From an optimization exercise on the open Yosys and OpenROAD flow, aimed at a short achievable clock period and few clock cycles; shortcuts taken in it are not production practice. Function was checked by simulation only, so behaviour that the tests miss may differ from the original. Power is estimated from default activity; no workload was simulated.

==> design/flow/flow/run.sh <==
#!/bin/bash
# Standard ORFS layout (the standard.sh, standard synthesis unchanged) with
# setup repair pushed further: the repair steps aim for this much setup
# slack at the design's clock period and constraints (SDC unchanged).
set -euo pipefail
export SETUP_SLACK_MARGIN=${SETUP_SLACK_MARGIN_OVERRIDE:-27}
bash standard.sh > standard.log 2>&1
==> design/flow/standard.sh <==
#!/bin/bash
# synth_recipe.tcl (not shown) runs the flow's synth.tcl, then flattens the netlist and writes it again
# the make line also repeats each setting of config.mk as NAME=value (left out here)
make -C /OpenROAD-flow-scripts/flow DESIGN_CONFIG=/design/flow/config.mk WORK_HOME=/design/flow/orfs CLKGATE_MAP_FILE= SYNTH_SCRIPT=/design/flow/synth_recipe.tcl "${@:-finish}"
==> design/flow/config.mk <==
export PLATFORM = sky130hd
export DESIGN_NAME = CPU
export DESIGN_NICKNAME = CPU
export VERILOG_FILES = /design/flow/design.v
export SDC_FILE = /design/flow/constraint.sdc
export NUM_CORES = 4
export LEC_CHECK = 0
export CAP_MARGIN = 20
export CORE_MARGIN = 2
export CORE_UTILIZATION = 30
export SLEW_MARGIN = 20
==> design/flow/constraint.sdc <==
create_clock -name core_clock -period 35.0 [get_ports {clk}]
set_input_delay 7.0000 -clock core_clock [delete_from_list [all_inputs] [get_ports {clk}]]
set_output_delay 7.0000 -clock core_clock [all_outputs]
set_load 0.01 [all_outputs]
==> design/flow/design.v <==
`timescale 1ns / 1ps
module CPU (
    input         clk,
    input         reset,
    output [15:0] imem_addr,
    input  [15:0] imem_data,
    output [15:0] dmem_addr,
    output [15:0] dmem_wdata,
    output        dmem_we,
    output        dmem_re,
    input  [15:0] dmem_rdata,
    output        halt
);
    function automatic [17:0] ks17(input [16:0] a, input [16:0] b, input cin);
        reg [16:0] g, p, gn_, pn_;
        integer s, j;
        begin
            g = a & b;
            p = a ^ b;
            g[0] = g[0] | (p[0] & cin);
            gn_ = g;
            pn_ = p;
            for (s = 1; s < 17; s = s * 2) begin
                for (j = 16; j >= 0; j = j - 1) begin
                    if (j >= s) begin
                        gn_[j] = gn_[j] | (pn_[j] & gn_[j - s]);
                        pn_[j] = pn_[j] & pn_[j - s];
                    end
                end
            end
            ks17[0] = p[0] ^ cin;
            for (j = 1; j < 17; j = j + 1)
                ks17[j] = p[j] ^ gn_[j - 1];
            ks17[17] = gn_[16];
        end
    endfunction
    reg [15:0] pc_q;
    reg [15:0] ir;
    reg        ir_v;
    reg [15:0] ir_pc2;
    reg [15:0] gpr [1:7];
    reg [7:1]  gv;
    reg [15:0] ra_q, at_q, hi_q, lo_q;
    reg        ra_v, at_v, hi_v, lo_v;
    reg        hi_ng, lo_ng;       
    reg [15:0] m_addr, m_wdata;
    reg        m_we, m_re;
    reg [2:0]  m_ld_rt;
    reg        halt_q;
    reg        dv_busy;
    reg [2:0]  dv_cnt;
    reg        dv_qneg, dv_rneg;
    reg [15:0] dv_rem, dv_quo, dv_dvs;
    wire [3:0] op   = ir[15:12];
    wire [2:0] rs   = ir[11:9];
    wire [2:0] rt   = ir[8:6];
    wire [2:0] rd   = ir[5:3];
    wire [2:0] fn   = ir[2:0];
    wire [15:0] imm = {{10{ir[5]}}, ir[5:0]};
    wire [15:0] A = (rs != 3'd0 && gv[rs]) ? gpr[rs] : 16'h0000;
    wire [15:0] B = (rt != 3'd0 && gv[rt]) ? gpr[rt] : 16'h0000;
    wire is_r0   = (op == 4'h0);
    wire is_r1   = (op == 4'h1);
    wire is_sh_o = (op == 4'h2);
    wire is_addi = (op == 4'h3);
    wire is_slti = (op == 4'h4);
    wire is_bneq = (op == 4'h5);
    wire is_bgtz = (op == 4'h6);
    wire is_lh   = (op == 4'h8);
    wire is_sh   = (op == 4'h9);
    wire is_mfsr = (op == 4'hA);
    wire is_mtsr = (op == 4'hB);
    wire is_halt = (op == 4'hF);
    wire is_rr   = is_r0 | is_r1;
    wire is_mul  = is_rr & (fn == 3'd2);
    wire is_div  = is_rr & (fn == 3'd3);
    wire is_jr   = is_r1 & (fn == 3'd7);
    wire uses_rs = is_rr | is_sh_o | is_addi | is_slti | is_bneq | is_bgtz | is_lh | is_sh;
    wire uses_rt = (is_rr & ~is_jr) | is_sh_o | is_bneq | is_sh | is_mtsr;
    wire hilo_use = is_mul | is_div |
                    ((is_mfsr | is_mtsr) & (fn == 3'd4 || fn == 3'd5));
    wire ld_hazard = (m_ld_rt != 3'd0) &&
                     ((uses_rs && rs == m_ld_rt) || (uses_rt && rt == m_ld_rt));
    wire dv_hazard = dv_busy & hilo_use;
    wire x_stall   = ir_v & (ld_hazard | dv_hazard);
    wire x_go      = ir_v & ~ld_hazard & ~dv_hazard & ~halt_q;
    wire x_halt    = x_go & is_halt;
    wire [17:0] add_ab = ks17({1'b0, A}, {1'b0, B}, 1'b0);
    wire [17:0] sub_ab = ks17({1'b0, A}, {1'b1, ~B}, 1'b1);
    wire [17:0] add_ai = ks17({1'b0, A}, {1'b0, imm}, 1'b0);
    wire [17:0] sub_ai = ks17({1'b0, A}, {1'b1, ~imm}, 1'b1);
    wire [15:0] sum   = add_ab[15:0];
    wire [15:0] diff  = sub_ab[15:0];
    wire [15:0] sumi  = add_ai[15:0];
    wire        slt_u = sub_ab[16];
    wire        slt_s = (A[15] ^ B[15]) ? A[15] : sub_ab[15];
    wire        sltis = (A[15] ^ imm[15]) ? A[15] : sub_ai[15];
    reg [15:0] shres;
    always @(*) begin
        case (fn)
            3'd0: shres = B >> A[3:0];
            3'd1: shres = B << A[3:0];
            3'd2: shres = (B >> A[3:0]) | (B << (5'd16 - {1'b0, A[3:0]}));
            3'd3: shres = (B << A[3:0]) | (B >> (5'd16 - {1'b0, A[3:0]}));
            default: shres = 16'h0000;
        endcase
    end
    wire [17:0] hi_neg = ks17(17'h00000, {1'b1, ~hi_q}, 1'b1);
    wire [17:0] lo_neg = ks17(17'h00000, {1'b1, ~lo_q}, 1'b1);
    wire [15:0] hi_val = ~hi_v ? 16'h0000 : hi_ng ? hi_neg[15:0] : hi_q;
    wire [15:0] lo_val = ~lo_v ? 16'h0000 : lo_ng ? lo_neg[15:0] : lo_q;
    reg [15:0] special;
    always @(*) begin
        case (fn)
            3'd1: special = ir_pc2;
            3'd2: special = ra_v ? ra_q : 16'h0000;
            3'd3: special = at_v ? at_q : 16'h0000;
            3'd4: special = hi_val;
            3'd5: special = lo_val;
            default: special = 16'h0000;
        endcase
    end
    reg [15:0] xres;
    always @(*) begin
        xres = 16'h0000;
        if (is_r0) begin
            case (fn)
                3'd0: xres = sum;
                3'd1: xres = diff;
                3'd4: xres = A & B;
                3'd5: xres = A | B;
                3'd6: xres = ~(A | B);
                3'd7: xres = A ^ B;
                default: xres = 16'h0000;
            endcase
        end else if (is_r1) begin
            case (fn)
                3'd0: xres = sum;
                3'd1: xres = diff;
                3'd4: xres = {15'h0, slt_s};
                3'd5: xres = {15'h0, A == B};
                3'd6: xres = {15'h0, slt_u};
                default: xres = 16'h0000;
            endcase
        end else if (is_sh_o) begin
            xres = shres;
        end else if (is_addi) begin
            xres = sumi;
        end else if (is_slti) begin
            xres = {15'h0, sltis};
        end else if (is_mfsr) begin
            xres = special;
        end
    end
    wire       x_wr   = is_r0 | (is_r1 & ~is_jr) | is_sh_o | is_addi | is_slti | is_mfsr;
    wire [2:0] x_dst  = (is_addi | is_slti) ? rt : rd;
    wire       x_wen  = x_go & x_wr & (x_dst != 3'd0);
    wire        msg = is_r1;
    wire [33:0] prod = $signed({msg & A[15], A}) * $signed({msg & B[15], B});
    wire        b_ne     = (A != B);
    wire        b_gt     = ~A[15] & (A != 16'h0000);
    wire [17:0] b_sum    = ks17({1'b0, ir_pc2}, {1'b0, imm[14:0], 1'b0}, 1'b0);
    wire        b_take   = ((is_bneq & b_ne) | (is_bgtz & b_gt)) & (ir[5:0] != 6'd0);
    wire        jr_take  = is_jr & (A != ir_pc2);
    wire        redirect = x_go & (b_take | jr_take);
    wire [15:0] x_next   = is_jr ? A : b_sum[15:0];
    wire [15:0] seq    = pc_q + 16'd2;
    wire        f_isj  = (imem_data[15:12] == 4'h7);
    wire [15:0] f_next = f_isj ? {seq[15:13], imem_data[11:0], 1'b0} : seq;
    wire f_hold = halt_q | x_halt;
    wire f_adv  = ~f_hold & ~x_stall & ~redirect;
    wire ld_wen = m_re & (m_ld_rt != 3'd0);
    wire        dsg   = is_r1;
    wire        a_neg = dsg & A[15];
    wire        b_neg = dsg & B[15];
    wire [17:0] a_ng  = ks17(17'h00000, {1'b1, ~A}, 1'b1);
    wire [17:0] b_ng  = ks17(17'h00000, {1'b1, ~B}, 1'b1);
    wire [15:0] a_abs = a_neg ? a_ng[15:0] : A;
    wire [15:0] b_abs = b_neg ? b_ng[15:0] : B;
    wire        b_z   = (B == 16'h0000);
    reg  [7:0]  lt;
    reg  [17:0] cm;
    integer m;
    always @(*) begin
        for (m = 0; m < 8; m = m + 1) begin
            cm    = ks17({1'b0, a_abs >> (2 * m)}, {1'b1, ~b_abs}, 1'b1);
            lt[m] = cm[16];
        end
    end
    wire        dv_x  = b_z | lt[0];                 
    reg  [2:0]  dv_n;            
    reg  [15:0] dv_r0, dv_q0;
    always @(*) begin
        dv_n  = 3'd7;
        dv_r0 = 16'h0000;
        dv_q0 = a_abs;
        for (m = 7; m >= 1; m = m - 1) begin
            if (lt[m]) begin
                dv_n  = m - 1;
                dv_r0 = a_abs >> (2 * m);
                dv_q0 = a_abs << (16 - 2 * m);
            end
        end
    end
    reg [15:0] st_rem, st_quo;
    reg [16:0] st_t;
    reg [17:0] st_d;
    integer k;
    always @(*) begin
        st_rem = dv_rem;
        st_quo = dv_quo;
        for (k = 0; k < 2; k = k + 1) begin
            st_t   = {st_rem, st_quo[15]};
            st_quo = {st_quo[14:0], 1'b0};
            st_d   = ks17(st_t, {1'b1, ~dv_dvs}, 1'b1);
            if (st_d[17]) begin
                st_t      = st_d[16:0];
                st_quo[0] = 1'b1;
            end
            st_rem = st_t[15:0];
        end
    end
    wire dv_last = dv_busy & (dv_cnt == 3'd0);
    integer i;
    always @(posedge clk or posedge reset) begin
        if (reset) begin
            pc_q    <= 16'h0000;
            ir_v    <= 1'b0;
            gv      <= 7'h00;
            ra_v    <= 1'b0;
            at_v    <= 1'b0;
            hi_v    <= 1'b0;
            lo_v    <= 1'b0;
            m_we    <= 1'b0;
            m_re    <= 1'b0;
            m_ld_rt <= 3'd0;
            halt_q  <= 1'b0;
            dv_busy <= 1'b0;
        end else begin
            if (f_hold) begin
                ir_v <= 1'b0;
            end else if (redirect) begin
                ir_v <= 1'b0;
                pc_q <= x_next;
            end else if (!x_stall) begin
                ir_v <= 1'b1;
                pc_q <= f_next;
            end
            for (i = 1; i < 8; i = i + 1)
                if ((x_wen && x_dst == i) || (ld_wen && m_ld_rt == i))
                    gv[i] <= 1'b1;
            m_we    <= x_go & is_sh;
            m_re    <= x_go & is_lh;
            m_ld_rt <= (x_go & is_lh) ? rt : 3'd0;
            if (x_halt) halt_q <= 1'b1;
            if (x_go & is_mtsr) begin
                case (fn)
                    3'd2: ra_v <= 1'b1;
                    3'd3: at_v <= 1'b1;
                    3'd4: hi_v <= 1'b1;
                    3'd5: lo_v <= 1'b1;
                    default: ;
                endcase
            end
            if (x_go & (is_mul | is_div)) begin
                hi_v <= 1'b1;
                lo_v <= 1'b1;
            end
            if (x_go & is_div & ~dv_x)
                dv_busy <= 1'b1;
            else if (dv_last)
                dv_busy <= 1'b0;
        end
    end
    always @(posedge clk) begin
        if (f_adv) begin
            ir     <= imem_data;
            ir_pc2 <= seq;
        end
        for (i = 1; i < 8; i = i + 1) begin
            if (x_wen && x_dst == i)
                gpr[i] <= xres;
            else if (ld_wen && m_ld_rt == i)
                gpr[i] <= dmem_rdata;
        end
        m_addr  <= sumi;
        m_wdata <= B;
        if (x_go & is_mtsr) begin
            case (fn)
                3'd2: ra_q <= B;
                3'd3: at_q <= B;
                3'd4: begin hi_q <= B; hi_ng <= 1'b0; end
                3'd5: begin lo_q <= B; lo_ng <= 1'b0; end
                default: ;
            endcase
        end
        if (x_go & is_mul) begin
            hi_q  <= prod[31:16];
            lo_q  <= prod[15:0];
            hi_ng <= 1'b0;
            lo_ng <= 1'b0;
        end
        if (x_go & is_div) begin
            dv_qneg <= a_neg ^ b_neg;
            dv_rneg <= a_neg;
            dv_dvs  <= b_abs;
            if (dv_x) begin
                hi_q  <= b_z ? 16'h0000 : A;
                lo_q  <= 16'h0000;
                hi_ng <= 1'b0;
                lo_ng <= 1'b0;
            end else begin
                dv_cnt <= dv_n;
                dv_rem <= dv_r0;
                dv_quo <= dv_q0;
            end
        end else if (dv_busy) begin
            dv_cnt <= dv_cnt - 3'd1;
            dv_rem <= st_rem;
            dv_quo <= st_quo;
            if (dv_last) begin
                hi_q  <= st_rem;
                lo_q  <= st_quo;
                hi_ng <= dv_rneg;
                lo_ng <= dv_qneg;
            end
        end
    end
    assign imem_addr  = pc_q;
    assign dmem_addr  = m_addr;
    assign dmem_wdata = m_wdata;
    assign dmem_we    = m_we;
    assign dmem_re    = m_re;
    assign halt       = halt_q;
endmodule
==> impl_metrics.env, run 1 <==
export IMPL_tns_ns=0
export IMPL_synthXorXnorAreaFrac_pct=4.11
export IMPL_worstMarginPinSlew_ns=1.20
export IMPL_cts_sinks=330
export IMPL_synth_area_per_cell_sq_um=8.76
export IMPL_die_h_um=365
export IMPL_syn_nets=5087
export IMPL_layout_min_cycle_time_ns=8.40
export IMPL_fmax_mhz=119
export IMPL_synth_fa_ha_area_share_pct=24.0
export IMPL_synth_compound_area_share_pct=19.8
export IMPL_synthCells=4475
export IMPL_drt_iter0_markers=4973
export IMPL_clkLatencyLatePin_ns=0.65
export IMPL_overflow=0
export IMPL_htreeDepth=2
export IMPL_yosys_area_share_simple_pct=14.5
export IMPL_cp_arrival_ns=8.90
export IMPL_ys_types=108
export IMPL_fin_cells=6435
export IMPL_drive_gt1_share_pct=18.3
export IMPL_ys_flop_type="edfxtp_1"
export IMPL_final_nets=5274
export IMPL_cpMaxStageDelayCell="fa_1"
export IMPL_slew_headroom_pct=20.0
export IMPL_slowest_delay_ns=0.57
export IMPL_path_class="reg -> reg"
export IMPL_grt_busiest_layer="met2"
export IMPL_cts_tree="built"
export IMPL_cap_violations=0
export IMPL_drtPass1Iterations=6
export IMPL_finalHoldViolCount=0
export IMPL_clk_pin_slew_ns=0.07
export IMPL_ant_nets=0
export IMPL_ir_drop_v=0.0000685
export IMPL_slew_violations=0
export IMPL_crit_buf_inv=8
export IMPL_finalCritPeriodShare_pct=24.0
export IMPL_rsz0062_at_grt="true"
export IMPL_synth_edff_count=229
export IMPL_startpoint_type="flop"
export IMPL_wl_per_cell_um=27.3
export IMPL_grt_util_met1_pct=32.1
export IMPL_die_area_sq_mm=0.134
export IMPL_dr_total_vias=37800
export IMPL_finalSetupViolCount=0
export IMPL_power_mw=4.18
export IMPL_io_pins=85
export IMPL_cts_root_buffer="clkbuf_16"
export IMPL_grt_pass1_wl_um=253000
export IMPL_rows=132
export IMPL_status="no timing/DRC/antenna violations"
export IMPL_gp_congestion=0.996
export IMPL_ys_seq_area_share_pct=23.2
export IMPL_viasPerCell=5.88
export IMPL_synthMuxAreaShare_pct=7.20
export IMPL_syn_area_sq_mm=0.0392
export IMPL_grt_pass1_vias=37100
export IMPL_p_per_area_mw_per_mm2=89.0
export IMPL_finalWirelength_um=176000
export IMPL_fp_dieW_um=365
export IMPL_area_growth_synth_to_final_pct=19.9
export IMPL_initial_core_util_pct=30.2
export IMPL_p_leak_nw=19.3
export IMPL_synth_warnings=18
export IMPL_portBuffers=84
export IMPL_hp_class="reg -> reg"
export IMPL_track_usage_pct=25.7
export IMPL_critPathCaptureType="flop"
export IMPL_clock_skew_ns=0.0527
export IMPL_drc=0
export IMPL_cts_path_max_buffers=3
export IMPL_core_area_sq_mm=0.130
export IMPL_antenna_found_initial=3
export IMPL_dp_hpwl_um=119000
export IMPL_required_ns=35.50
export IMPL_cts_buffers=38
export IMPL_ys_async_sr_fraction_pct=10.6
export IMPL_synth_seq_cells=330
export IMPL_crit_top_cell="fa_1"
export IMPL_use_met2_pct=38.2
export IMPL_numPlacedInstances=6147
export IMPL_use_met3_pct=6.26
export IMPL_synth_top_family_by_area="adder cells"
export IMPL_path_delay_family="adder cells"
export IMPL_crit_fanout=12
export IMPL_grt_max_degree=59
export IMPL_num_fill_cells=13000
==> path summary, 6_finish.rpt <==
path                                        from                    to  slack (ns)  cells after the start
worst max-delay path             ir[6]$_DFFE_PP_      hi_q[15]$_DFF_P_       26.60                     30
worst min register to register  at_v$_DFFE_PP0P_      at_v$_DFFE_PP0P_        0.46                      1
max in group asynchronous                  reset  pc_q[11]$_DFFE_PP0P_       27.39                      2
min in group asynchronous                  reset   pc_q[6]$_DFFE_PP0P_        6.90                      2
worst min-delay path            at_v$_DFFE_PP0P_      at_v$_DFFE_PP0P_        0.46                      1
worst max register to register   ir[6]$_DFFE_PP_      hi_q[15]$_DFF_P_       26.60                     30
==> kinds of logic (layout without fill, tap and decap cells) <==
kind of cell	after synthesis	count (layout)
AND/OR/NAND/NOR	1263	1263
AO/OA/AOI/OAI	1157	1157
buffers and inverters	720	937
adder cells (fa/ha/maj)	578	578
flip-flops	330	330
multiplexers	244	244
XOR/XNOR	183	183
other	0	1
==> state kept, by name, indices dropped and copies added, names as in the netlist, 3 cells and up <==
register	flops
at_q	16
dv_cnt	3
dv_dvs	16
dv_quo	16
dv_rem	16
gpr	112
gv	7
hi_q	16
ir	16
ir_pc2	16
lo_q	16
m_addr	16
m_ld_rt	3
m_wdata	16
pc_q	16
ra_q	16
==> worst reg2reg max path: cells and delay by family, from the launching register on <==
kind	cells	cell delay [ns]
adder cells (fa/ha/maj)	8	3.73
AO/OA/AOI/OAI	6	1.44
buffers and inverters	8	1.15
multiplexers	2	0.70
AND/OR/NAND/NOR	5	0.64
flip-flops	1	0.48
XOR/XNOR	1	0.13
==> synthesized netlist by cell type, types with 29 or more instances <==
master / n / area [sq um]
xor2_1: 47 / 412
a211oi_1: 68 / 510
o21ai_0: 197 / 986
a22oi_1: 95 / 713
mux2i_1: 108 / 1080
o211ai_1: 33 / 248
inv_1: 430 / 1610
nor2b_1: 35 / 219
edfxtp_1: 229 / 6880
mux2_2: 116 / 1310
o31ai_1: 34 / 255
and2_1: 29 / 181
o22ai_1: 43 / 269
clkbuf_1: 182 / 683
nand2b_1: 36 / 225
buf_2: 44 / 220
dfxtp_1: 66 / 1320
xnor2_1: 135 / 1180
nand2_1: 390 / 1460
fa_1: 290 / 5810
nor2_1: 489 / 1840
nor3_1: 68 / 340
dfrtp_1: 35 / 876
a21oi_1: 263 / 1320
o21a_1: 32 / 240
a31oi_1: 35 / 219
nand3_1: 59 / 295
a22o_1: 32 / 280
ha_1: 288 / 3600
a21o_1: 42 / 315
o21ai_1: 41 / 205
==> routing by layer <==
layer / part of all wire (%) / vias to the layer above
li1: - / 16200
met1: 38 / 18600
met2: 42 / 2400
met5: 0.015 / -
met4: 9.4 / 4
met3: 11 / 600
==> area by class of cell <==
| cell class | count | area (sq um) | area share (%) |
|---|---|---|---|
| Antenna cell | 1 | 2.50 | 0.00533 |
| Clock buffer | 45 | 977 | 2.08 |
| Clock inverter | 25 | 317 | 0.674 |
| Inverter | 460 | 1930 | 4.10 |
| Multi-Input combinational cell | 3425 | 28300 | 60.2 |
| Sequential cell | 330 | 9110 | 19.4 |
| Tap cell | 1742 | 2180 | 4.64 |
| Timing Repair Buffer | 404 | 4190 | 8.91 |
| Timing Repair inverter | 3 | 23.8 | 0.0506 |
==> through the flow <==
| stage | hold WS [ns] | cell area, sq um | utilization (%) | worst slack, ns |
|---|---|---|---|---|
| global route | 0.498 | 47000 | 36.2 | 26.37 |
| floorplan | 0.430 | 39900 | - | 26.91 |
| detailed placement | 0.447 | 42400 | 32.7 | 25.57 |
| CTS | 0.464 | 46300 | 35.7 | 26.66 |
| finish | 0.465 | 47000 | 36.2 | 26.60 |
| global placement | 0.445 | 42400 | 32.7 | 25.69 |
==> power by group <==
part | total [mW] | internal (mW) | switching [mW]
Clock | 0.434 | 0.236 | 0.198
Combinational | 3.16 | 1.16 | 2.00
Sequential | 0.594 | 0.515 | 0.0790
Total | 4.18 | 1.91 | 2.28
==> layout by cell type, fill, tap and decap left out, drive strengths merged, types with 118 or more instances in the layout <==
cell,instances
nor2,499
inv,445
nand2,390
buf,356
fa,290
ha,288
a21oi,265
o21ai,238
edfxtp,229
xnor2,136
mux2,118
==> what timing repair did <==
item	CTS	global route
setup buffers	161	34
hold endpoints to repair	0	0
hold buffers	0	0
setup endpoints to repair	144	157
pin swaps	76	40
gates cloned	19	2
gates resized for setup	473	97
Testbench counts, summed over its fixed seeds: cycles 196,437.
==> run 2: changes to the inputs <==
--- a/design/flow/design.v
+++ b/design/flow/design.v
@@ -38,6 +38,15 @@
     reg [15:0] ir;
     reg        ir_v;
     reg [15:0] ir_pc2;
+    reg [15:0] ir_pc;
+    reg        ir_pred;            
+    reg [1:0]  bt_v;
+    reg        bt_rr;
+    reg [15:0] bt_pc [0:1];
+    reg [15:0] bt_tg [0:1];
+    reg [2:0]  bt_rs [0:1];
+    reg [2:0]  bt_rt [0:1];
+    reg [1:0]  bt_bg;
     reg [15:0] gpr [1:7];
     reg [7:1]  gv;
     reg [15:0] ra_q, at_q, hi_q, lo_q;
@@ -160,16 +169,46 @@
     wire        b_ne     = (A != B);
     wire        b_gt     = ~A[15] & (A != 16'h0000);
     wire [17:0] b_sum    = ks17({1'b0, ir_pc2}, {1'b0, imm[14:0], 1'b0}, 1'b0);
-    wire        b_take   = ((is_bneq & b_ne) | (is_bgtz & b_gt)) & (ir[5:0] != 6'd0);
+    wire        b_take   = (is_bneq & b_ne) | (is_bgtz & b_gt);
+    wire        b_fix    = (is_bneq | is_bgtz) & (b_take != ir_pred) & (ir[5:0] != 6'd0);
     wire        jr_take  = is_jr & (A != ir_pc2);
-    wire        redirect = x_go & (b_take | jr_take);
-    wire [15:0] x_next   = is_jr ? A : b_sum[15:0];
+    wire        redirect = x_go & (b_fix | jr_take);
+    wire [15:0] x_next   = is_jr ? A : b_take ? b_sum[15:0] : ir_pc2;
+    wire        bt_new   = x_go & (is_bneq | is_bgtz) & b_take & ~ir_pred & ir[5];
+    wire ld_wen = m_re & (m_ld_rt != 3'd0);
+    reg [15:0] gn [0:7];
+    reg [7:0]  gk;                  
+    integer p;
+    always @(*) begin
+        gn[0] = 16'h0000;
+        gk[0] = 1'b1;
+        for (p = 1; p < 8; p = p + 1) begin
+            if (x_wen && x_dst == p) begin
+                gn[p] = xres;
+                gk[p] = 1'b1;
+            end else begin
+                gn[p] = gv[p] ? gpr[p] : 16'h0000;
+                gk[p] = ~(ld_wen && m_ld_rt == p) & ~(x_go && is_lh && rt == p);
+            end
+        end
+    end
+    wire        bh0   = bt_v[0] & (bt_pc[0] == pc_q);
+    wire        bh1   = bt_v[1] & (bt_pc[1] == pc_q);
+    wire [2:0]  e_rs  = bh1 ? bt_rs[1] : bt_rs[0];
+    wire [2:0]  e_rt  = bh1 ? bt_rt[1] : bt_rt[0];
+    wire        e_bg  = bh1 ? bt_bg[1] : bt_bg[0];
+    wire [15:0] e_tg  = bh1 ? bt_tg[1] : bt_tg[0];
+    wire [15:0] e_a   = gn[e_rs];
+    wire [15:0] e_b   = gn[e_rt];
+    wire        e_tk  = e_bg ? (~e_a[15] & (e_a != 16'h0000)) : (e_a != e_b);
+    wire        e_kn  = gk[e_rs] & (e_bg | gk[e_rt]);
+    wire        f_pred = (bh0 | bh1) & e_kn & e_tk;
     wire [15:0] seq    = pc_q + 16'd2;
     wire        f_isj  = (imem_data[15:12] == 4'h7);
-    wire [15:0] f_next = f_isj ? {seq[15:13], imem_data[11:0], 1'b0} : seq;
+    wire [15:0] f_seq  = f_pred ? e_tg : seq;
+    wire [15:0] f_next = f_isj ? {seq[15:13], imem_data[11:0], 1'b0} : f_seq;
     wire f_hold = halt_q | x_halt;
     wire f_adv  = ~f_hold & ~x_stall & ~redirect;
-    wire ld_wen = m_re & (m_ld_rt != 3'd0);
     wire        dsg   = is_r1;
     wire        a_neg = dsg & A[15];
     wire        b_neg = dsg & B[15];
@@ -236,7 +275,13 @@
             m_ld_rt <= 3'd0;
             halt_q  <= 1'b0;
             dv_busy <= 1'b0;
+            bt_v    <= 2'b00;
+            bt_rr   <= 1'b0;
         end else begin
+            if (bt_new) begin
+                bt_v[bt_rr] <= 1'b1;
+                bt_rr       <= ~bt_rr;
+            end
             if (f_hold) begin
                 ir_v <= 1'b0;
             end else if (redirect) begin
@@ -276,6 +321,8 @@
         if (f_adv) begin
             ir     <= imem_data;
             ir_pc2 <= seq;
+            ir_pc  <= pc_q;
+            ir_pred <= f_pred;
         end
         for (i = 1; i < 8; i = i + 1) begin
             if (x_wen && x_dst == i)
@@ -283,6 +330,13 @@
             else if (ld_wen && m_ld_rt == i)
                 gpr[i] <= dmem_rdata;
         end
+        if (bt_new) begin
+            bt_pc[bt_rr] <= ir_pc;
+            bt_tg[bt_rr] <= b_sum[15:0];
+            bt_rs[bt_rr] <= rs;
+            bt_rt[bt_rr] <= rt;
+            bt_bg[bt_rr] <= is_bgtz;
+        end
         m_addr  <= sumi;
         m_wdata <= B;
         if (x_go & is_mtsr) begin
==> run 2 against run 1 <==
Compared with the run above:
- still clean on timing, DRC and antenna
- fmax rose by 0.40%
- clock skew rose by 0.036 ns
- global-route usage rose by 3.4 points
- hold slack got worse by 0.024 ns
- power rose by 21%
- sequential power rose by 34%
- via count rose by 30%
- synthesized cell count rose by 26%
- sequential cell count rose by 95
- routed wire length rose by 40%
- utilization rose by 0.48 points
- combinational power rose by 16%
==> impl_metrics.env, run 2 <==
export IMPL_ys_flop_type="edfxtp_1"
export IMPL_r2r_cells=28
export IMPL_reg2reg_from="ir[10]$_DFFE_PP_"
export IMPL_hold_end="bt_pc[1][11]$_DFFE_PP_"
export IMPL_fp_dieW_um=403
export IMPL_synth_warnings=19
export IMPL_cpMaxStageDelayCell="dfrtp_2"
export IMPL_clock_skew_ns=0.0891
export IMPL_crit_fanout=1
export IMPL_overflow=0
export IMPL_grt_pass1_vias=47200
export IMPL_ant_nets=0
export IMPL_netlist_area_leader_share_pct=20.2
export IMPL_ys_types=130
export IMPL_cp_arrival_ns=1.37
export IMPL_area_growth_synth_to_final_pct=21.7
export IMPL_syn_nets=6238
export IMPL_finalWirelength_um=245000
export IMPL_drt_iter0_markers=7353
export IMPL_antenna_found_initial=10
export IMPL_dp_hpwl_um=170000
export IMPL_wl_per_cell_um=30.8
export IMPL_reg2reg_to="pc_q[5]$_DFFE_PP0P_"
export IMPL_final_common_cell="nand2_1"
export IMPL_track_usage_pct=29.1
export IMPL_p_switching_mw=2.73
export IMPL_required_ns=28.00
export IMPL_rsz0062_at_grt="true"
export IMPL_finalSetupViolCount=0
export IMPL_cts_buffers=51
export IMPL_ir_drop_v=0.0000532
export IMPL_synthCells=5624
export IMPL_fmax_mhz=119
export IMPL_yosysTopAreaCell="edfxtp_1"
export IMPL_synth_most_common_cell="nand2_1"
export IMPL_slew_headroom_pct=14.7
export IMPL_path_delay_family="flip-flops"
export IMPL_hp_class="reg -> reg"
export IMPL_die_area_sq_mm=0.162
export IMPL_finalHoldViolCount=0
export IMPL_clkPwrFrac_pct=11.4
export IMPL_mostFrequentLayoutCells="nand2_1 (639), nor2_1 (494), inv_1 (460)"
export IMPL_clk_pin_slew_ns=0.06
export IMPL_pre_cts_ws_ns=24.36
export IMPL_r2r_setup_slack_ns=26.72
export IMPL_synth_area_leaders="edfxtp_1 (20%), fa_1 (12%), ha_1 (7.6%)"
export IMPL_worstMarginPinSlew_ns=1.28
export IMPL_finalCritPeriodShare_pct=23.9
export IMPL_met3_length_um=30400
export IMPL_final_util_pct=36.7
export IMPL_layout_min_cycle_time_ns=8.37
export IMPL_top_register="gpr"
export IMPL_cts_sinks=425
export IMPL_p_per_area_mw_per_mm2=87.0
export IMPL_final_nets=6473
export IMPL_synth_area_per_cell_sq_um=8.49
export IMPL_drc=0
export IMPL_slowest_delay_ns=0.51
export IMPL_worstHoldStart="ir_pc[11]$_DFFE_PP_"
export IMPL_cap_violations=0
export IMPL_cts_tree="built"
export IMPL_grt_pass1_wl_um=346000
export IMPL_clkLatencyLatePin_ns=0.71
export IMPL_critPathCaptureType="output port"
export IMPL_tns_ns=0
export IMPL_largest_reg_flops=112
export IMPL_power_mw=5.06
export IMPL_status="no timing/DRC/antenna violations"
export IMPL_top_layer="met5"
export IMPL_crit_buf_inv=1
export IMPL_reg_top3="gpr (112), bt_pc (32), bt_tg (30)"
export IMPL_path_cells="buf_6"
export IMPL_rows=146
export IMPL_core_area_sq_mm=0.158
export IMPL_wl_met1_um=93800
export IMPL_viasPerCell=6.18
export IMPL_ys_seq_area_share_pct=25.0
export IMPL_swShare_pct=54.1
export IMPL_timing_final_ws_setup_ns=26.63
export IMPL_slew_violations=0
export IMPL_ys_async_sr_fraction_pct=8.94
export IMPL_startpoint_type="flop"
export IMPL_die_h_um=403
export IMPL_grt_max_degree=55
export IMPL_holdPathStages=0
export IMPL_dr_wl_met2_um=102000
export IMPL_path_class="reg -> out"
export IMPL_combinationalPowerShare_pct=72.9
export IMPL_gp_congestion=1.02
export IMPL_drive_gt1_share_pct=19.1
export IMPL_synth_edff_count=321
export IMPL_portBuffers=84
export IMPL_p_leak_nw=23.2
export IMPL_drtPass1Iterations=12
export IMPL_htreeDepth=2
export IMPL_dr_total_vias=49300
export IMPL_seq_power_share_pct=15.7
export IMPL_cts_path_max_buffers=3
export IMPL_syn_area_sq_mm=0.0477
export IMPL_synth_commonest_cells="nand2_1 (653), nor2_1 (541), inv_1 (499), o21ai_0 (361), edfxtp_1 (321)"
export IMPL_io_pins=85
export IMPL_fin_cells=7977
export IMPL_p_int_mw=2.32
export IMPL_initial_core_util_pct=30.2
export IMPL_numPlacedInstances=7612
export IMPL_synth_seq_cells=425
export IMPL_cts_root_buffer="clkbuf_16"
run 2: changes by cell type in the layout (fill, tap and decap cells not counted), moves of 58 or more:
cell	before	now
mux2_2	116	36
o21ai_0	178	323
nand3_1	59	128
buf_4	237	330
nand2_1	377	639
edfxtp_1	229	321
inv_1	402	460
run 2: worst max-delay path by stage:
stage / start / end / slack [ns] / cells after the start
floorplan: ir[10]$_DFFE_PP_ / hi_q[14]$_DFF_P_ / 26.92 / 40
global placement: ir[6]$_DFFE_PP_ / pc_q[5]$_DFFE_PP0P_ / 24.48 / 33
detailed placement: ir[6]$_DFFE_PP_ / pc_q[6]$_DFFE_PP0P_ / 24.36 / 33
CTS: m_we$_DFF_PP0_ / dmem_we / 26.63 / 1
global route: ir[10]$_DFFE_PP_ / hi_q[14]$_DFF_P_ / 26.57 / 43
finish: m_we$_DFF_PP0_ / dmem_we / 26.63 / 1
run 2: power groups by stage:
stage                     clock network, mW  logic [mW]  registers [mW]
after CTS                             0.583        3.39           0.787
after global placement                    0        2.96           0.804
after detailed placement                  0        2.97           0.804
after global routing                  0.602        3.85           0.798
after floorplan                           0        1.95           0.740
final                                 0.577        3.68           0.796
run 2: cells by family (layout without fill, tap and decap cells):
group / count (synthesis) / count (layout) / synth area share, %
AND/OR/NAND/NOR: 1787 / 1789 / 17.4
AO/OA/AOI/OAI: 1606 / 1608 / 23.1
buffers and inverters: 866 / 1140 / 7.30
adder cells (fa/ha/maj): 580 / 580 / 19.8
flip-flops: 425 / 425 / 25.0
XOR/XNOR: 209 / 209 / 3.84
multiplexers: 151 / 151 / 3.68
other: 0 / 3 / 0
run 2: cell type report:
type                       instances  area, sq um
fill                           16100       100000
antenna                            3         7.51
sequential                       425        12000
multi-input combinational       4337        34200
clock buffer                      59         1340
timing repair buffer             521         5400
inverter                         523         2180
tap                             2072         2590
clock inverter                    37          445
run 2: routing by layer:
metal	up-vias	track usage, %
met5	-	0
met3	1019	8.63
met2	3520	42.9
li1	20700	-
met4	12	17.8
met1	24000	37.3
run 2: metrics by stage:
step	area [sq um]	hold slack, ns
global route	58100	0.456
global placement	51400	0.425
floorplan	48200	0.421
detailed placement	51400	0.430
finish	58100	0.441
CTS	56700	0.447
run 2: repair_timing:
action / CTS / global route
pin swaps: 96 / 92
buffers inserted: 175 / 66
hold buffers: 0 / 0
gates cloned: 20 / 4
resized for setup: 652 / 195
endpoints found under the setup margin: 214 / 159
Testbench counts of run 2, summed over its fixed seeds: cycles 188,084.
==> run 3: changes to the inputs <==
--- a/design/flow/config.mk
+++ b/design/flow/config.mk
@@ -7,5 +7,5 @@
 export LEC_CHECK = 0
 export CAP_MARGIN = 20
 export CORE_MARGIN = 2
-export CORE_UTILIZATION = 30
+export CORE_UTILIZATION = 50
 export SLEW_MARGIN = 20
==> run 3 against run 2 <==
Compared with the run above:
- still clean
- clock-buffer cell count increased by 8
- die area decreased by 40%
- first-iteration DRC count increased by 13%
- via count increased by 0.47%
- power decreased by 0.20%
- register-to-register slack about the same
- clock skew increased by 0.0059 ns
- final cell count decreased by 9.8%
- combinational power about the same
- critical endpoint is now imem_addr[1]
- largest power group unchanged
==> impl_metrics.env, run 3 <==
export IMPL_status="no timing/DRC/antenna violations"
export IMPL_cp_arrival_ns=1.30
export IMPL_wl_met1_um=85700
export IMPL_wl_per_cell_um=32.0
export IMPL_synth_commonest_cells="nand2_1 (653), nor2_1 (541), inv_1 (499), o21ai_0 (361), edfxtp_1 (321)"
export IMPL_path_delay_family="flip-flops"
export IMPL_fmax_mhz=120
export IMPL_ant_nets=0
export IMPL_grt_pass1_wl_um=322000
export IMPL_r2r_cells=31
export IMPL_clock_skew_ns=0.0951
export IMPL_final_nets=6492
export IMPL_antenna_found_initial=10
export IMPL_p_int_mw=2.31
export IMPL_holdPathStages=0
export IMPL_yosysTopAreaCell="edfxtp_1"
export IMPL_overflow=0
export IMPL_hold_buffers=0
export IMPL_combinationalPowerShare_pct=73.3
export IMPL_synth_edff_count=321
export IMPL_reg_top3="gpr (112), bt_pc (32), bt_tg (30)"
export IMPL_ys_types=130
export IMPL_hold_end="bt_pc[1][1]$_DFFE_PP_"
export IMPL_ys_seq_area_share_pct=25.0
export IMPL_drt_iter0_markers=8274
export IMPL_netlist_area_leader_share_pct=20.2
export IMPL_rows=113
export IMPL_clkPwrFrac_pct=11.1
export IMPL_ir_drop_v=0.0000611
export IMPL_startpoint_type="flop"
export IMPL_finalWirelength_um=230000
export IMPL_hp_class="reg -> reg"
export IMPL_r2r_setup_slack_ns=26.73
export IMPL_top_register="gpr"
export IMPL_cts_buffers=50
export IMPL_synthCells=5624
export IMPL_worstHoldStart="ir_pc[1]$_DFFE_PP_"
export IMPL_ys_flop_type="edfxtp_1"
export IMPL_area_growth_synth_to_final_pct=19.2
export IMPL_cts_root_buffer="clkbuf_16"
export IMPL_drtPass1Iterations=10
export IMPL_reg2reg_from="ir[7]$_DFFE_PP_"
export IMPL_die_h_um=313
export IMPL_top_layer="met5"
export IMPL_cts_sinks=425
export IMPL_cap_violations=0
export IMPL_p_leak_nw=23.2
export IMPL_crit_buf_inv=1
export IMPL_worstMarginPinSlew_ns=1.19
export IMPL_synth_area_per_cell_sq_um=8.49
export IMPL_synth_most_common_cell="nand2_1"
export IMPL_grt_max_degree=54
export IMPL_syn_nets=6238
export IMPL_fin_cells=7192
export IMPL_ys_async_sr_fraction_pct=8.94
export IMPL_synth_area_leaders="edfxtp_1 (20%), fa_1 (12%), ha_1 (7.6%)"
export IMPL_core_area_sq_mm=0.0947
export IMPL_slew_violations=0
export IMPL_cpMaxStageDelayCell="dfrtp_2"
export IMPL_mostFrequentLayoutCells="nand2_1 (642), nor2_1 (503), inv_1 (465)"
export IMPL_numPlacedInstances=6800
export IMPL_hold_ws_ns=0.446
export IMPL_drive_gt1_share_pct=18.7
export IMPL_timing_final_ws_setup_ns=26.70
export IMPL_path_cells="buf_6"
export IMPL_synth_seq_cells=425
export IMPL_portBuffers=84
export IMPL_synth_warnings=19
export IMPL_required_ns=28.00
export IMPL_slowest_delay_ns=0.46
export IMPL_finalHoldViolCount=0
export IMPL_path_class="reg -> out"
export IMPL_cts_tree="built"
export IMPL_seq_power_share_pct=15.6
export IMPL_die_area_sq_mm=0.0979
export IMPL_dp_hpwl_um=157000
export IMPL_clkLatencyLatePin_ns=0.70
export IMPL_htreeDepth=2
export IMPL_syn_area_sq_mm=0.0477
export IMPL_dr_wl_met2_um=92500
export IMPL_fp_dieW_um=313
export IMPL_grt_pass1_vias=46200
export IMPL_viasPerCell=6.89
export IMPL_pre_cts_ws_ns=24.48
export IMPL_finalSetupViolCount=0
export IMPL_p_switching_mw=2.73
export IMPL_initial_core_util_pct=50.4
export IMPL_reg2reg_to="hi_q[14]$_DFF_P_"
export IMPL_drc=0
export IMPL_crit_fanout=2
export IMPL_finalCritPeriodShare_pct=23.7
export IMPL_critPathCaptureType="output port"
export IMPL_met3_length_um=35900
export IMPL_p_per_area_mw_per_mm2=88.7
export IMPL_rsz0062_at_grt="true"
export IMPL_io_pins=85
export IMPL_final_common_cell="nand2_1"
export IMPL_dr_total_vias=49500
export IMPL_cts_path_max_buffers=3
export IMPL_gp_congestion=1.09
export IMPL_tns_ns=0
export IMPL_clk_pin_slew_ns=0.07
export IMPL_largest_reg_flops=112
export IMPL_slew_headroom_pct=18.4
export IMPL_track_usage_pct=44.9
export IMPL_swShare_pct=54.1
export IMPL_layout_min_cycle_time_ns=8.30
-- run 3: cell type report --
| class | instances | area [sq um] |
|---|---|---|
| timing repair inverter | 2 | 16.3 |
| inverter | 523 | 2170 |
| sequential | 425 | 12000 |
| antenna | 7 | 17.5 |
| tap | 1265 | 1580 |
| clock buffer | 67 | 1360 |
| timing repair buffer | 536 | 5410 |
| fill | 8461 | 37800 |
| clock inverter | 27 | 344 |
| multi-input combinational | 4340 | 34000 |
-- run 3: power by group through the flow --
stage                     Clock [mW]  Sequential [mW]  Combinational [mW]
final                          0.558            0.787                3.70
after global routing           0.577            0.789                3.84
after CTS                      0.559            0.777                3.26
after detailed placement           0            0.795                2.92
after global placement             0            0.795                2.91
after floorplan                    0            0.740                1.95
-- run 3: kinds of logic (layout without fill, tap and decap cells) --
family | after synthesis | count (layout) | synth area share [%]
AOI/OAI and AO/OA | 1606 | 1608 | 23.1
xor gates and xnor gates | 209 | 209 | 3.84
adders and majority gates | 580 | 580 | 19.8
buffers and inverters | 866 | 1155 | 7.30
DFF | 425 | 425 | 25.0
muxes | 151 | 151 | 3.68
other | 0 | 7 | 0
and+or+nand+nor | 1787 | 1792 | 17.4
-- run 3: worst max path at each step --
| stage | from | slack, ns | cells past startpoint | end |
|---|---|---|---|---|
| after CTS | pc_q[1]$_DFFE_PP0P_ | 26.67 | 1 | imem_addr[1] |
| after global placement | ir[9]$_DFFE_PP_ | 24.56 | 32 | hi_q[14]$_DFF_P_ |
| after global routing | ir[8]$_DFFE_PP_ | 26.56 | 29 | hi_q[14]$_DFF_P_ |
| after floorplan | ir[10]$_DFFE_PP_ | 26.92 | 40 | hi_q[14]$_DFF_P_ |
| final | pc_q[1]$_DFFE_PP0P_ | 26.70 | 1 | imem_addr[1] |
| after detailed placement | ir[9]$_DFFE_PP_ | 24.48 | 32 | hi_q[14]$_DFF_P_ |
-- run 3: timing repair --
action,4_1_cts,5_1_grt
gates resized for setup,532,233
endpoints found under the setup margin,215,152
pin swaps,55,95
gates cloned,18,12
setup buffers,150,110
-- run 3: per-layer routing --
metal,GRT usage [%],up-vias
li1,-,20700
met1,60.2,23700
met2,63.9,4015
met3,15.2,1041
met4,23.5,10
met5,0.242,-
-- run 3: stage by stage --
step	util (%)	power [mW]	instance area (sq um)
6_report	60.0	5.05	56900
2_1_floorplan	-	2.69	48200
4_1_cts	57.8	4.60	54800
3_5_place_dp	53.1	3.72	50300
5_1_grt	60.0	5.21	56900
3_3_place_gp	53.1	3.71	50300
==> run 4: changes to the inputs <==
--- a/design/flow/design.v
+++ b/design/flow/design.v
@@ -56,6 +56,8 @@
     reg        m_we, m_re;
     reg [2:0]  m_ld_rt;
     reg        halt_q;
+    reg        mu_busy;
+    reg [16:0] mu_a, mu_b;
     reg        dv_busy;
     reg [2:0]  dv_cnt;
     reg        dv_qneg, dv_rneg;
@@ -90,7 +92,7 @@
                     ((is_mfsr | is_mtsr) & (fn == 3'd4 || fn == 3'd5));
     wire ld_hazard = (m_ld_rt != 3'd0) &&
                      ((uses_rs && rs == m_ld_rt) || (uses_rt && rt == m_ld_rt));
-    wire dv_hazard = dv_busy & hilo_use;
+    wire dv_hazard = (dv_busy | mu_busy) & hilo_use;
     wire x_stall   = ir_v & (ld_hazard | dv_hazard);
     wire x_go      = ir_v & ~ld_hazard & ~dv_hazard & ~halt_q;
     wire x_halt    = x_go & is_halt;
@@ -165,7 +167,7 @@
     wire [2:0] x_dst  = (is_addi | is_slti) ? rt : rd;
     wire       x_wen  = x_go & x_wr & (x_dst != 3'd0);
     wire        msg = is_r1;
-    wire [33:0] prod = $signed({msg & A[15], A}) * $signed({msg & B[15], B});
+    wire [33:0] prod = $signed(mu_a) * $signed(mu_b);
     wire        b_ne     = (A != B);
     wire        b_gt     = ~A[15] & (A != 16'h0000);
     wire [17:0] b_sum    = ks17({1'b0, ir_pc2}, {1'b0, imm[14:0], 1'b0}, 1'b0);
@@ -275,6 +277,7 @@
             m_ld_rt <= 3'd0;
             halt_q  <= 1'b0;
             dv_busy <= 1'b0;
+            mu_busy <= 1'b0;
             bt_v    <= 2'b00;
             bt_rr   <= 1'b0;
         end else begin
@@ -311,6 +314,7 @@
                 hi_v <= 1'b1;
                 lo_v <= 1'b1;
             end
+            mu_busy <= x_go & is_mul;
             if (x_go & is_div & ~dv_x)
                 dv_busy <= 1'b1;
             else if (dv_last)
@@ -349,6 +353,10 @@
             endcase
         end
         if (x_go & is_mul) begin
+            mu_a <= {msg & A[15], A};
+            mu_b <= {msg & B[15], B};
+        end
+        if (mu_busy) begin
             hi_q  <= prod[31:16];
             lo_q  <= prod[15:0];
             hi_ng <= 1'b0;
--- a/design/flow/config.mk
+++ b/design/flow/config.mk
@@ -7,5 +7,5 @@
 export LEC_CHECK = 0
 export CAP_MARGIN = 20
 export CORE_MARGIN = 2
-export CORE_UTILIZATION = 50
+export CORE_UTILIZATION = 40
 export SLEW_MARGIN = 20
==> run 4 against run 3 <==
Compared with the run above:
- utilization decreased by 14 points
- largest cell class unchanged
- largest power group unchanged
- combinational power decreased by 17%
- critical endpoint is now halt
- hold slack got worse by 0.0033 ns
- sequential cell count up 35
==> impl_metrics.env, run 4 <==
export IMPL_synthMuxAreaShare_pct=3.54
export IMPL_synth_compound_area_share_pct=22.1
export IMPL_drc=0
export IMPL_final_common_cell="nand2_1"
export IMPL_finalSetupViolCount=0
export IMPL_critPathCaptureType="output port"
export IMPL_cpMaxStageDelayCell="dfrtp_2"
export IMPL_slew_headroom_pct=15.8
export IMPL_reg2reg_from="ir[7]$_DFFE_PP_"
export IMPL_slowest_delay_ns=0.46
export IMPL_ant_nets=0
export IMPL_slew_violations=0
export IMPL_crit_buf_inv=1
export IMPL_clk_pin_slew_ns=0.06
export IMPL_p_per_area_mw_per_mm2=80.6
export IMPL_yosys_area_share_simple_pct=18.1
export IMPL_fmax_mhz=121
export IMPL_io_pins=85
export IMPL_place_area_sq_mm=0.0519
export IMPL_initial_core_util_pct=40.3
export IMPL_finalWirelength_um=217000
export IMPL_path_delay_family="flip-flops"
export IMPL_rsz0062_at_grt="true"
export IMPL_fp_dieW_um=354
export IMPL_top_register="gpr"
export IMPL_track_usage_pct=33.4
export IMPL_worstMarginPinSlew_ns=1.25
export IMPL_tns_ns=0
export IMPL_holdPathStages=0
export IMPL_portBuffers=84
export IMPL_ys_seq_area_share_pct=26.5
export IMPL_synth_fa_ha_area_share_pct=19.4
export IMPL_area_growth_synth_to_final_pct=14.2
export IMPL_synth_top_family_by_area="compound AO/OA/AOI/OAI gates"
export IMPL_r2r_cells=25
export IMPL_status="no timing/DRC/antenna violations"
export IMPL_cap_violations=0
export IMPL_syn_nets=6300
export IMPL_drive_gt1_share_pct=13.1
export IMPL_hp_class="reg -> reg"
export IMPL_num_fill_cells=11900
export IMPL_cts_buffers=53
export IMPL_synth_edff_count=355
export IMPL_hold_end="bt_pc[0][7]$_DFFE_PP_"
export IMPL_finalCritPeriodShare_pct=23.7
export IMPL_htreeDepth=2
export IMPL_drt_iter0_markers=6896
export IMPL_p_leak_nw=22.2
export IMPL_gp_congestion=1.01
export IMPL_antenna_found_initial=7
export IMPL_mostFrequentLayoutCells="nand2_1 (664), inv_1 (456), nor2_1 (400)"
export IMPL_layout_min_cycle_time_ns=8.29
export IMPL_final_nets=6382
export IMPL_power_mw=4.50
export IMPL_ys_flop_type="edfxtp_1"
export IMPL_ys_types=108
export IMPL_yosysTopAreaCell="edfxtp_1"
export IMPL_r2r_setup_slack_ns=27.05
export IMPL_overflow=0
export IMPL_drtPass1Iterations=8
export IMPL_clock_skew_ns=0.0301
export IMPL_cts_path_max_buffers=3
export IMPL_clkLatencyLatePin_ns=0.69
export IMPL_path_cells="buf_6"
export IMPL_final_cell_area_sq_mm=0.0559
export IMPL_core_area_sq_mm=0.122
export IMPL_synth_seq_cells=460
export IMPL_wl_per_cell_um=29.1
export IMPL_path_class="reg -> out"
export IMPL_crit_fanout=2
export IMPL_ir_drop_v=0.0000579
export IMPL_die_h_um=354
export IMPL_worstHoldStart="ir_pc[7]$_DFFE_PP_"
export IMPL_hold_ws_ns=0.443
export IMPL_synthXorXnorAreaFrac_pct=3.72
export IMPL_die_area_sq_mm=0.125
export IMPL_reg_top3="gpr (112), bt_pc (32), bt_tg (30)"
export IMPL_required_ns=28.00
export IMPL_synth_warnings=19
export IMPL_largest_reg_flops=112
export IMPL_dp_hpwl_um=157000
export IMPL_synth_area_per_cell_sq_um=8.62
export IMPL_netlist_area_leader_share_pct=21.8
export IMPL_synth_area_leaders="edfxtp_1 (22%), fa_1 (12%), ha_1 (7.5%)"
export IMPL_cts_root_buffer="clkbuf_16"
export IMPL_cp_arrival_ns=1.29
export IMPL_ys_async_sr_fraction_pct=8.48
export IMPL_final_util_pct=46.0
export IMPL_synth_most_common_cell="nand2_1"
export IMPL_dr_total_vias=47900
export IMPL_viasPerCell=6.44
export IMPL_synth_commonest_cells="nand2_1 (684), inv_1 (470), nor2_1 (411), edfxtp_1 (355), a21oi_1 (314)"
export IMPL_reg2reg_to="pc_q[3]$_DFFE_PP0P_"
export IMPL_syn_area_sq_mm=0.0489
export IMPL_cts_tree="built"
export IMPL_hold_buffers=0
export IMPL_rows=128
export IMPL_cts_sinks=460
export IMPL_grt_max_degree=64
export IMPL_synthCells=5681
export IMPL_finalHoldViolCount=0
export IMPL_startpoint_type="flop"
export IMPL_grt_pass1_vias=45300
export IMPL_grt_pass1_wl_um=313000
run 4: cell count changes in the layout (fill, tap and decap cells not counted), sizes merged, moves of 18 or more:
cell,before,now
nand2b,39,57
edfxtp,321,355
a22oi,111,151
buf,482,336
inv,508,470
o21a,61,37
nor2,554,413
mux2i,87,111
o21ai,393,300
and2,39,153
nand2,655,684
run 4: cell families after synthesis:
group | count (synthesis)
XOR/XNOR | 208
flip-flops | 460
adder cells (fa/ha/maj) | 585
AO/OA/AOI/OAI | 1565
AND/OR/NAND/NOR | 1867
multiplexers | 161
buffers and inverters | 835
run 4: layout make-up:
cell class	count	area, sq um	area share [%]
Antenna cell	3	7.51	0.0134
Clock buffer	67	1430	2.56
Clock inverter	29	353	0.631
Inverter	477	1830	3.28
Multi-Input combinational cell	4388	33700	60.4
Sequential cell	460	13000	23.3
Tap cell	1625	2030	3.64
Timing Repair Buffer	382	3460	6.20
Timing Repair inverter	1	5.00	0.00896
run 4: worst max-delay path by stage:
stage,startpoint,to,cells after the start
2_1_floorplan,imem_data[13],pc_q[3]$_DFFE_PP0P_,7
3_3_place_gp,ir[10]$_DFFE_PP_,pc_q[15]$_DFFE_PP0P_,42
3_5_place_dp,ir[7]$_DFFE_PP_,pc_q[15]$_DFFE_PP0P_,29
4_1_cts,halt_q$_DFFE_PP0P_,halt,1
5_1_grt,pc_q[2]$_DFFE_PP0P_,imem_addr[2],1
6_report,halt_q$_DFFE_PP0P_,halt,1
run 4: where the power goes:
group | internal, mW | switching, mW | leakage, nW
Clock | 0.329 | 0.256 | 0.865
Sequential | 0.725 | 0.109 | 4.24
Combinational | 1.03 | 2.05 | 17.1
Total | 2.08 | 2.42 | 22.2
run 4: per-layer routing:
metal,vias to the layer above,routed length [um],GRT usage (%)
li1,20700,-,-
met1,23300,84000,43.7
met2,3133,95100,51.8
met3,738,23200,7.51
met4,2,14200,17.0
met5,-,13,0
run 4: timing repair:
item                                    CTS  global route
endpoints found under the setup margin  212           158
pin swaps                                14            37
endpoints found under the hold margin     0             0
cloned                                    7             7
gates resized for setup                 381           144
setup buffers                            46            77
run 4: stage by stage:
stage          worst slack, ns  instances
5_1_grt                  26.68       7429
2_1_floorplan            26.84       5681
3_5_place_dp             24.95       7196
4_1_cts                  26.69       7345
3_3_place_gp             25.15       7196
6_report                 26.71       7432
Testbench counts of run 4, summed over its fixed seeds: cycles 188,951.
==> run 5: changes to the inputs <==
==> design/flow/flow/run.sh (replaced) <==
#!/bin/bash
# Standard ORFS layout (the standard.sh, standard synthesis unchanged) with
# setup repair pushed further: the repair steps aim for this much setup
# slack at the design's clock period and constraints (SDC unchanged).
set -euo pipefail
export SETUP_SLACK_MARGIN=${SETUP_SLACK_MARGIN_OVERRIDE:-27.5}
bash standard.sh > standard.log 2>&1
--- a/design/flow/config.mk
+++ b/design/flow/config.mk
@@ -7,5 +7,5 @@
 export LEC_CHECK = 0
 export CAP_MARGIN = 20
 export CORE_MARGIN = 2
-export CORE_UTILIZATION = 40
+export CORE_UTILIZATION = 50
 export SLEW_MARGIN = 20
==> run 5 against run 4 <==
Compared with the run above:
- still clean on timing, DRC and antenna
- critical path depth is 1 higher
- register-to-register slack worse by 0.04 ns
- sequential share of layout area is 0.11 points lower
- sequential cell count did not move
- worst setup slack got worse by 0.015 ns
- synthesized area unchanged
- first-iteration DRC count is essentially flat
- final cell count shrank 4.3%
- final area increased by 0.44%
- clock-buffer cell count decreased by 5
- combinational power about the same
- largest cell class unchanged
- highest routed layer unchanged
==> impl_metrics.env, run 5 <==
export IMPL_synth_area_leaders="edfxtp_1 (22%), fa_1 (12%), ha_1 (7.5%)"
export IMPL_p_per_area_mw_per_mm2=81.0
export IMPL_cts_path_max_buffers=3
export IMPL_clkPwrFrac_pct=13.4
export IMPL_ys_flop_type="edfxtp_1"
export IMPL_finalHoldViolCount=0
export IMPL_track_usage_pct=42.5
export IMPL_final_nets=6408
export IMPL_clk_pin_slew_ns=0.06
export IMPL_die_h_um=317
export IMPL_gp_congestion=1.05
export IMPL_overflow=0
export IMPL_synth_warnings=19
export IMPL_yosysTopAreaCell="edfxtp_1"
export IMPL_startpoint_type="flop"
export IMPL_p_int_mw=2.13
export IMPL_finalCritPeriodShare_pct=23.7
export IMPL_rows=114
export IMPL_synth_area_per_cell_sq_um=8.62
export IMPL_path_delay_family="flip-flops"
export IMPL_p_switching_mw=2.42
export IMPL_top_layer="met5"
export IMPL_ir_drop_v=0.0000581
export IMPL_dr_wl_met2_um=94700
export IMPL_dr_total_vias=48300
export IMPL_synthMuxAreaShare_pct=3.54
export IMPL_portBuffers=84
export IMPL_netlist_area_leader_share_pct=21.8
export IMPL_clkLatencyLatePin_ns=0.69
export IMPL_yosys_area_share_simple_pct=18.1
export IMPL_synth_seq_cells=460
export IMPL_status="no timing/DRC/antenna violations"
export IMPL_grt_pass1_vias=46500
export IMPL_cap_violations=0
export IMPL_ys_async_sr_fraction_pct=8.48
export IMPL_htreeDepth=2
export IMPL_clock_skew_ns=0.0402
export IMPL_combinationalPowerShare_pct=68.3
export IMPL_crit_top_cell="buf_6"
export IMPL_required_ns=28.00
export IMPL_finalWirelength_um=216000
export IMPL_reg_top3="gpr (112), bt_pc (32), bt_tg (30)"
export IMPL_wl_met1_um=82300
export IMPL_final_common_cell="nand2_1"
export IMPL_seq_power_share_pct=18.3
export IMPL_core_area_sq_mm=0.0969
export IMPL_num_fill_cells=8776
export IMPL_io_pins=85
export IMPL_syn_area_sq_mm=0.0489
export IMPL_slowest_delay_ns=0.38
export IMPL_cpMaxStageDelayCell="dfrtp_1"
export IMPL_syn_nets=6300
export IMPL_layout_min_cycle_time_ns=8.31
export IMPL_drc=0
export IMPL_cts_tree="built"
export IMPL_initial_core_util_pct=50.5
export IMPL_cts_sinks=460
export IMPL_die_area_sq_mm=0.100
export IMPL_synth_most_common_cell="nand2_1"
export IMPL_rsz0062_at_grt="true"
export IMPL_synth_edff_count=355
export IMPL_synth_top_family_by_area="compound AO/OA/AOI/OAI gates"
export IMPL_p_leak_nw=22.5
export IMPL_wl_per_cell_um=30.4
export IMPL_met3_length_um=23400
export IMPL_ys_types=108
export IMPL_viasPerCell=6.80
export IMPL_synth_fa_ha_area_share_pct=19.4
export IMPL_drtPass1Iterations=9
export IMPL_synthCells=5681
export IMPL_critPathCaptureType="output port"
export IMPL_ys_seq_area_share_pct=26.5
export IMPL_grt_max_degree=65
export IMPL_crit_buf_inv=2
export IMPL_fmax_mhz=120
export IMPL_final_util_pct=58.0
export IMPL_swShare_pct=53.2
export IMPL_finalSetupViolCount=0
export IMPL_drt_iter0_markers=6897
export IMPL_largest_reg_flops=112
export IMPL_path_class="reg -> out"
export IMPL_ant_nets=0
export IMPL_synth_commonest_cells="nand2_1 (684), inv_1 (470), nor2_1 (411), edfxtp_1 (355), a21oi_1 (314)"
export IMPL_drive_gt1_share_pct=14.0
export IMPL_synthXorXnorAreaFrac_pct=3.72
export IMPL_mostFrequentLayoutCells="nand2_1 (659), inv_1 (457), nor2_1 (400)"
export IMPL_pre_cts_ws_ns=25.14
export IMPL_slew_headroom_pct=15.7
export IMPL_cts_root_buffer="clkbuf_16"
export IMPL_area_growth_synth_to_final_pct=14.7
export IMPL_cp_arrival_ns=1.31
export IMPL_synth_compound_area_share_pct=22.1
export IMPL_dp_hpwl_um=155000
export IMPL_antenna_found_initial=4
export IMPL_top_register="gpr"
export IMPL_crit_fanout=2
export IMPL_fp_dieW_um=317
export IMPL_tns_ns=0
export IMPL_slew_violations=0
export IMPL_timing_final_ws_setup_ns=26.69
export IMPL_hp_class="reg -> reg"
export IMPL_worstMarginPinSlew_ns=1.25
export IMPL_grt_pass1_wl_um=314000
export IMPL_cts_buffers=53
export IMPL_path_cells="buf_6, buf_6"
run 5: cell count changes in the layout (fill, tap and decap cells not counted), sizes merged:
cell / before / now
or2: 31 / 32
nand4: 54 / 55
bufbuf: 5 / 7
clkinvlp: 10 / 14
clkbuf: 74 / 64
buf: 336 / 368
inv: 470 / 468
clkdlybuf4s15: 1 / 0
bufinv: 5 / 10
diode: 3 / 4
dlygate4sd2: 3 / 1
clkdlybuf4s50: 29 / 27
clkinv: 22 / 24
run 5: cell type report:
class                      count  area, sq um  area share [%]
timing repair buffer         406         3830            6.83
inverter                     477         1830            3.27
multi-input combinational   4390        34000            60.5
clock buffer                  62         1360            2.42
antenna                        4         10.0          0.0178
clock inverter                38          527           0.939
tap                         1276         1600            2.84
timing repair inverter         1         5.00         0.00892
sequential                   460        13000            23.2
run 5: logic make-up (layout without fill, tap and decap cells):
group | after synthesis | count (layout)
adder cells (fa/ha/maj) | 585 | 585
buffers and inverters | 835 | 984
other | 0 | 4
flip-flops | 460 | 460
XOR/XNOR | 208 | 208
multiplexers | 161 | 161
AND/OR/NAND/NOR | 1867 | 1871
AO/OA/AOI/OAI | 1565 | 1565
run 5: worst reg2reg max path, delay by kind of cell (launching register included):
kind / cells / cell delay, ns
adder cells (fa/ha/maj): 3 / 0.97
flip-flops: 1 / 0.40
multiplexers: 3 / 0.67
buffers and inverters: 6 / 0.87
AND/OR/NAND/NOR: 9 / 1.32
AO/OA/AOI/OAI: 21 / 3.65
run 5: power by group through the flow:
stage / clock network, mW / logic (mW) / registers (mW)
3_3_place_gp: 0 / 2.68 / 0.845
2_1_floorplan: 0 / 1.72 / 0.795
4_1_cts: 0.615 / 2.93 / 0.824
3_5_place_dp: 0 / 2.68 / 0.845
5_1_grt: 0.634 / 3.25 / 0.836
6_report: 0.609 / 3.11 / 0.832
run 5: per-layer routing:
layer	up-vias	global-route usage [%]
met5	-	0
met4	6	25.9
met3	817	9.67
met2	3217	65.5
met1	23600	54.4
li1	20800	-
run 5: final timing paths:
kind,startpoint,endpoint,slack (ns),cells past startpoint
max,pc_q[3]$_DFFE_PP0P_,imem_addr[3],26.69,2
min,ir_pc[7]$_DFFE_PP_,bt_pc[1][7]$_DFFE_PP_,0.45,0
max reg2reg,ir[10]$_DFFE_PP_,pc_q[15]$_DFFE_PP0P_,27.01,42
min reg2reg,ir_pc[7]$_DFFE_PP_,bt_pc[1][7]$_DFFE_PP_,0.45,0
max in group asynchronous,reset,mu_busy$_DFF_PP0_,27.67,3
min in group asynchronous,reset,bt_v[1]$_DFFE_PP0P_,6.64,2
run 5: what timing repair did:
item | CTS | global route
buffers inserted | 109 | 42
pin swaps | 38 | 35
setup endpoints to repair | 318 | 232
cloned | 11 | 3
resized for setup | 501 | 81
hold buffers | 0 | 0
run 5: stage by stage:
step	hold WS (ns)	std cells	area, sq um	total power, mW
final	0.449	7114	56100	4.55
after floorplan	0.421	5681	49100	2.51
after global routing	0.458	7110	56100	4.72
after CTS	0.448	7063	55300	4.37
after detailed placement	0.434	6843	51500	3.53
after global placement	0.426	6843	51500	3.52

[static timing again, ports no longer ideal]
The flow's constraints put no driver on any port. The routed layouts listed below were extracted and timed again, unchanged, in two steps. Step 1: set_driving_cell puts a clkbuf_16 on clk and a buf_2 on each other input, an assumption about the parent block. Step 2 also shifts input and output timing later by t, the mid clock arrival at the registers, as if the neighbouring blocks saw the same clock. Three values: ideal ports, drivers, drivers and shift; two values: the first two.
run	t, ns	slack for setup (ns)	worst data-port slew with drivers (ns)	cell pins on the clock port's net
run 1	0.701	26.598 / 26.598 / 26.357	0.07	1
run 2	0.736	26.631 / 26.557 / 26.389	0.07	1
run 3	0.726	26.698 / 26.626 / 26.324	0.05	1
run 4	0.748	26.708 / 26.631 / 26.466	0.08	1
run 5	0.747	26.694 / 26.618 / 26.637	0.06	1
After both steps setup and hold are still met in every run listed. For run 3, which loses most, drivers alone change the setup slack by -0.072 ns; drivers and shift together by -0.374 ns.
